Context: an optimization exercise on an open-source flow, tuned for a short achievable clock period. The choices shown serve that exercise and are no tape-out recipe. Where RTL was checked, it was by simulation tests only, not by an equivalence proof against the original.

## 10-22
// sync_fifo
module sync_fifo #(parameter WIDTH=32, ADDR=4) (
  input clk, rst,clr,
  input wr_en,
  input [WIDTH-1:0] wdata,
  input rd_en,
  output reg [WIDTH-1:0] rdata,
  output fifo_empty,
  output reg fifo_full
);
  localparam DEPTH = 1<<ADDR ;
  reg [WIDTH-1:0] mem [0:DEPTH-1];
  reg [DEPTH-1:0] wp_q, rp_q, wen_q;
  wire [DEPTH-1:0] flip = {{(DEPTH-1){1'b0}}, 1'b1};
  wire [DEPTH-1:0] wp  = wp_q  ^ flip;
  wire [DEPTH-1:0] rp  = rp_q  ^ flip;
  wire [DEPTH-1:0] wen = wen_q ^ flip;    
  reg [DEPTH-1:1] cnt;           
  reg             emp;           
  reg             ne_o;          
  reg             nf;            
  assign fifo_empty = ~ne_o;
  wire wa  = wr_en & nf;
  wire ra  = rd_en & ~emp;
  wire inc = wa & ~ra;
  wire dec = ra & ~wa;
  wire [DEPTH:0] c      = {~nf, cnt, emp};
  wire [DEPTH:0] c_up   = {c[DEPTH-1:0], 1'b0};
  wire [DEPTH:0] c_dn   = {1'b0, c[DEPTH:1]};
  wire [DEPTH:0] c_nxt  = inc ? c_up : dec ? c_dn : c;
  wire [DEPTH-1:0] wp_nxt = wa ? {wp[DEPTH-2:0], wp[DEPTH-1]} : wp;
  wire [DEPTH-1:0] rp_nxt = ra ? {rp[DEPTH-2:0], rp[DEPTH-1]} : rp;
  always @(posedge clk, negedge rst)
    if (~rst) begin
      emp        <= 1'b1;
      ne_o       <= 1'b0;
      nf         <= 1'b1;
      fifo_full  <= 1'b0;
      cnt        <= {(DEPTH-1){1'b0}};
      wp_q       <= {DEPTH{1'b0}};
      rp_q       <= {DEPTH{1'b0}};
      wen_q      <= {DEPTH{1'b0}};
    end else if (clr) begin
      emp        <= 1'b1;
      ne_o       <= 1'b0;
      nf         <= 1'b1;
      fifo_full  <= 1'b0;
      cnt        <= {(DEPTH-1){1'b0}};
      wp_q       <= {DEPTH{1'b0}};
      rp_q       <= {DEPTH{1'b0}};
      wen_q      <= {DEPTH{1'b0}};
    end else begin
      emp        <= c_nxt[0];
      ne_o       <= ~c_nxt[0];
      nf         <= ~c_nxt[DEPTH];
      fifo_full  <= c_nxt[DEPTH];
      cnt        <= c_nxt[DEPTH-1:1];
      wp_q       <= wp_nxt ^ flip;
      rp_q       <= rp_nxt ^ flip;
      wen_q      <= (wp_nxt & {DEPTH{~c_nxt[DEPTH]}}) ^ flip;
    end
  integer i;
  always @(posedge clk)
    for (i = 0; i < DEPTH; i = i + 1)
      if (wen[i])
  ...
==> module sync_fifo, before the edit <==
module sync_fifo #(parameter WIDTH=32, ADDR=4) (
  input clk, rst,clr,
  input wr_en,
  input [WIDTH-1:0] wdata,
  input rd_en,
  output reg [WIDTH-1:0] rdata,
  output fifo_empty,
  output reg fifo_full
);
  localparam DEPTH = 1<<ADDR ;
  reg [WIDTH-1:0] mem [0:DEPTH-1];
  reg [DEPTH-1:0] wp_q, rp_q, wen_q;
  wire [DEPTH-1:0] flip = {{(DEPTH-1){1'b0}}, 1'b1};
  wire [DEPTH-1:0] wp  = wp_q  ^ flip;
  wire [DEPTH-1:0] rp  = rp_q  ^ flip;
  wire [DEPTH-1:0] wen = wen_q ^ flip;    
  reg [DEPTH-1:1] cnt;           
  reg             emp;           
  reg             ne_o;          
  reg             nf;            
  assign fifo_empty = ~ne_o;
  wire wa  = wr_en & nf;
  wire ra  = rd_en & ~emp;
  wire inc = wa & ~ra;
  wire dec = ra & ~wa;
  wire [DEPTH:0] c      = {~nf, cnt, emp};
  wire [DEPTH:0] c_up   = {c[DEPTH-1:0], 1'b0};
  wire [DEPTH:0] c_dn   = {1'b0, c[DEPTH:1]};
  wire [DEPTH:0] c_nxt  = inc ? c_up : dec ? c_dn : c;
  wire [DEPTH-1:0] wp_nxt = wa ? {wp[DEPTH-2:0], wp[DEPTH-1]} : wp;
  wire [DEPTH-1:0] rp_nxt = ra ? {rp[DEPTH-2:0], rp[DEPTH-1]} : rp;
  always @(posedge clk, negedge rst)
    if (~rst) begin
      emp        <= 1'b1;
      ne_o       <= 1'b0;
      nf         <= 1'b1;
      fifo_full  <= 1'b0;
      cnt        <= {(DEPTH-1){1'b0}};
      wp_q       <= {DEPTH{1'b0}};
      rp_q       <= {DEPTH{1'b0}};
      wen_q      <= {DEPTH{1'b0}};
    end else if (clr) begin
      emp        <= 1'b1;
      ne_o       <= 1'b0;
      nf         <= 1'b1;
      fifo_full  <= 1'b0;
      cnt        <= {(DEPTH-1){1'b0}};
      wp_q       <= {DEPTH{1'b0}};
      rp_q       <= {DEPTH{1'b0}};
      wen_q      <= {DEPTH{1'b0}};
    end else begin
      emp        <= c_nxt[0];
      ne_o       <= ~c_nxt[0];
      nf         <= ~c_nxt[DEPTH];
      fifo_full  <= c_nxt[DEPTH];
      cnt        <= c_nxt[DEPTH-1:1];
      wp_q       <= wp_nxt ^ flip;
      rp_q       <= rp_nxt ^ flip;
      wen_q      <= (wp_nxt & {DEPTH{~c_nxt[DEPTH]}}) ^ flip;
    end
  integer i;
  always @(posedge clk)
    for (i = 0; i < DEPTH; i = i + 1)
      if (wen[i])
        mem[i] <= wdata;
  reg [WIDTH-1:0] head;
  always @* begin
    head = {WIDTH{1'b0}};
    for (i = 0; i < DEPTH; i = i + 1)
      head = head | (mem[i] & {WIDTH{rp[i]}});
  end
  reg [WIDTH-1:0] rdata_n;
  always @(posedge clk, negedge rst)
    if (~rst) begin
      rdata   <= {WIDTH{1'b0}};
      rdata_n <= {WIDTH{1'b1}};
    end else if (ra) begin
      rdata   <= head;
      rdata_n <= ~head;
    end else begin
      rdata   <= ~rdata_n;
      rdata_n <= rdata_n;
    end
endmodule
export LEC_CHECK = 0
export ABC_CLOCK_PERIOD_IN_PS = 1200
export CAP_MARGIN = 20
export CORE_MARGIN = 2
export CORE_UTILIZATION = 60
export CTS_CLUSTER_DIAMETER = 60
export CTS_CLUSTER_SIZE = 20
export SETUP_SLACK_MARGIN = 2.7
export SLEW_MARGIN = 20
create_clock -name core_clock -period 4.0 [get_ports {clk}]
standard.sh (not shown) runs the stock make flow with config.mk's settings and CLKGATE_MAP_FILE= SYNTH_SCRIPT=/design/flow/synth_recipe.tcl, a recipe that flattens the netlist after the stock synthesis.
==> flow/flow/run.sh <==
#!/bin/bash
# Own flow: the standard layout (standard.sh), with these changes:
#  - the resizer may change a cell's footprint (MATCH_CELL_FOOTPRINT=0);
#  - before detailed placement, flow/pre_dp.tcl puts each output port's buffer
#    at its port and the flip-flop (and inverter) that drives it next to it,
#    and fixes them there.
# The make output goes to standard.log in this folder.
set -e
bash standard.sh MATCH_CELL_FOOTPRINT=0 PRE_DETAIL_PLACE_TCL="$PWD/flow/pre_dp.tcl" finish > standard.log 2>&1
==> flow/flow/pre_dp.tcl <==
# Before detailed placement: put each output port's buffer at the port, and the
# cells that drive it (an inverter, then the flip-flop, when they drive little
# else) right next to it, further into the core, so the register-to-output
# wires are short.  The moved cells are legalized here and then fixed (FIRM),
# so that later legalization steps do not move them away again.
set block [ord::get_db_block]
set core [$block getCoreArea]
set cx0 [$core xMin]; set cy0 [$core yMin]; set cx1 [$core xMax]; set cy1 [$core yMax]
set dbu [$block getDbUnitsPerMicron]
set row [expr {int(2.72 * $dbu)}]
proc clampv {v lo hi} { expr {$v < $lo ? $lo : ($v > $hi ? $hi : $v)} }
proc driver_of {inst} {
  foreach it [$inst getITerms] {
    if {[$it isInputSignal]} {
      set n [$it getNet]
      if {$n eq "NULL" || $n eq ""} { continue }
      foreach it2 [$n getITerms] { if {[$it2 isOutputSignal]} { return [$it2 getInst] } }
    }
  }
  return ""
}
proc out_fanout {inst} {
  foreach it [$inst getITerms] {
    if {[$it isOutputSignal]} {
      set n [$it getNet]
      if {$n eq "NULL" || $n eq ""} { return 99 }
      return [expr {[llength [$n getITerms]] - 1}]
    }
  }
  return 99
}
proc width_of {inst} { [$inst getMaster] getWidth }
set moved 0
set fixed {}
foreach bterm [$block getBTerms] {
  if {[$bterm getIoType] ne "OUTPUT"} { continue }
  set net [$bterm getNet]
  set buf ""
  foreach it [$net getITerms] { if {[$it isOutputSignal]} { set buf [$it getInst] } }
  if {$buf eq ""} { continue }
  set bb [$bterm getBBox]
  set px [expr {([$bb xMin] + [$bb xMax]) / 2}]
  set py [expr {([$bb yMin] + [$bb yMax]) / 2}]
  set dx 0; set dy 0
  if {$px <= $cx0} { set dx 1 } elseif {$px >= $cx1} { set dx -1 } elseif {$py <= $cy0} { set dy 1 } else { set dy -1 }
  set m [expr {2 * $dbu}]
  set x [clampv $px [expr {$cx0 + $m}] [expr {$cx1 - [width_of $buf] - $m}]]
  set y [clampv $py [expr {$cy0 + $m}] [expr {$cy1 - $row - $m}]]
  $buf setLocation $x $y
  $buf setPlacementStatus PLACED
  lappend fixed $buf
  set prev $buf
  # walk back: at most an inverter, then the flip-flop
  for {set k 0} {$k < 2} {incr k} {
    set d [driver_of $prev]
    if {$d eq ""} { break }
    if {[out_fanout $d] > 2} { break }
    set isff [expr {[$d findITerm Q] ne "NULL" && [$d findITerm Q] ne ""}]
    if {$dx == 1} { set x [expr {$x + [width_of $prev]}] } elseif {$dx == -1} { set x [expr {$x - [width_of $d]}] } else { set y [expr {$y + $dy * $row}] }
    set x [clampv $x [expr {$cx0 + $m}] [expr {$cx1 - [width_of $d] - $m}]]
    set y [clampv $y [expr {$cy0 + $m}] [expr {$cy1 - $row - $m}]]
    $d setLocation $x $y
    $d setPlacementStatus PLACED
    lappend fixed $d
    incr moved
    if {$isff} { break }
    set prev $d
  }
}
detailed_placement
foreach inst $fixed { $inst setPlacementStatus FIRM }
puts "pre_dp: moved $moved cells next to output buffers, fixed [llength $fixed] cells"
10-22 got as far as 5_1_grt, where a tool error ended the run.
Input changes introduced in 03-13 (baseline for comparison: 10-22):
diff --git a/flow/design.v b/flow/design.v
--- a/flow/design.v
+++ b/flow/design.v
@@ -70,15 +70,8 @@
       head = head | (mem[i] & {WIDTH{rp[i]}});
   end
-  reg [WIDTH-1:0] rdata_n;
   always @(posedge clk, negedge rst)
-    if (~rst) begin
-      rdata   <= {WIDTH{1'b0}};
-      rdata_n <= {WIDTH{1'b1}};
-    end else if (ra) begin
-      rdata   <= head;
-      rdata_n <= ~head;
-    end else begin
-      rdata   <= ~rdata_n;
-      rdata_n <= rdata_n;
-    end
+    if (~rst)
+      rdata <= {WIDTH{1'b0}};
+    else if (ra)
+      rdata <= head;
 endmodule
--- outcome ---
03-13 finished every step from synthesis to the final layout, and the layout passed the timing, DRC and antenna checks.
03-13 against 10-22: simple-gate share of the synthesized area went up by 1.0 points, placer's final routability congestion estimate went down by 0.32%, area after synthesis went down by about 6.5%, number of placed instances with taps included went down by 23, number of placed I/O pins was more or less identical.
Lower floorplan die height among 10-22 and 03-13: 03-13
Comparing 10-22 and 03-13, post-cts gate resize count is higher on 10-22.
The final reports for 03-13 and 10-22 show multiplexer fraction of the synthesized cell area lower in the former.
Synthesized cell count: 03-13 vs 10-22 up 2.2%
Only the layout flow was run in 10-22; the RTL was not checked for function there.

==> static timing again, ports no longer ideal <==
Ports are ideal in the flow. The routed layout listed here was re-timed in OpenROAD.
Step 1 sets driving cells, clkbuf_16 on the clock port and buf_2 on the other inputs (assumed; they add their load-dependent delay and slew).
Step 2 also shifts input and output timing later by t, the mid clock arrival at the registers, as if the neighbouring blocks saw the same clock.
Three values: no drivers, after step 1, after step 2; two values: the first two.
run: 03-13
shift t [ns]: 0.605
setup WS [ns]: 2.100 / 2.045 / 1.800
worst setup path at the end: input to register
clock arrival spread, ns: 0.028 / 0.029
After both steps setup and hold are still met in 03-13. The setup slack of 03-13 moves by -0.055 ns with the drivers and by -0.300 ns with both steps.
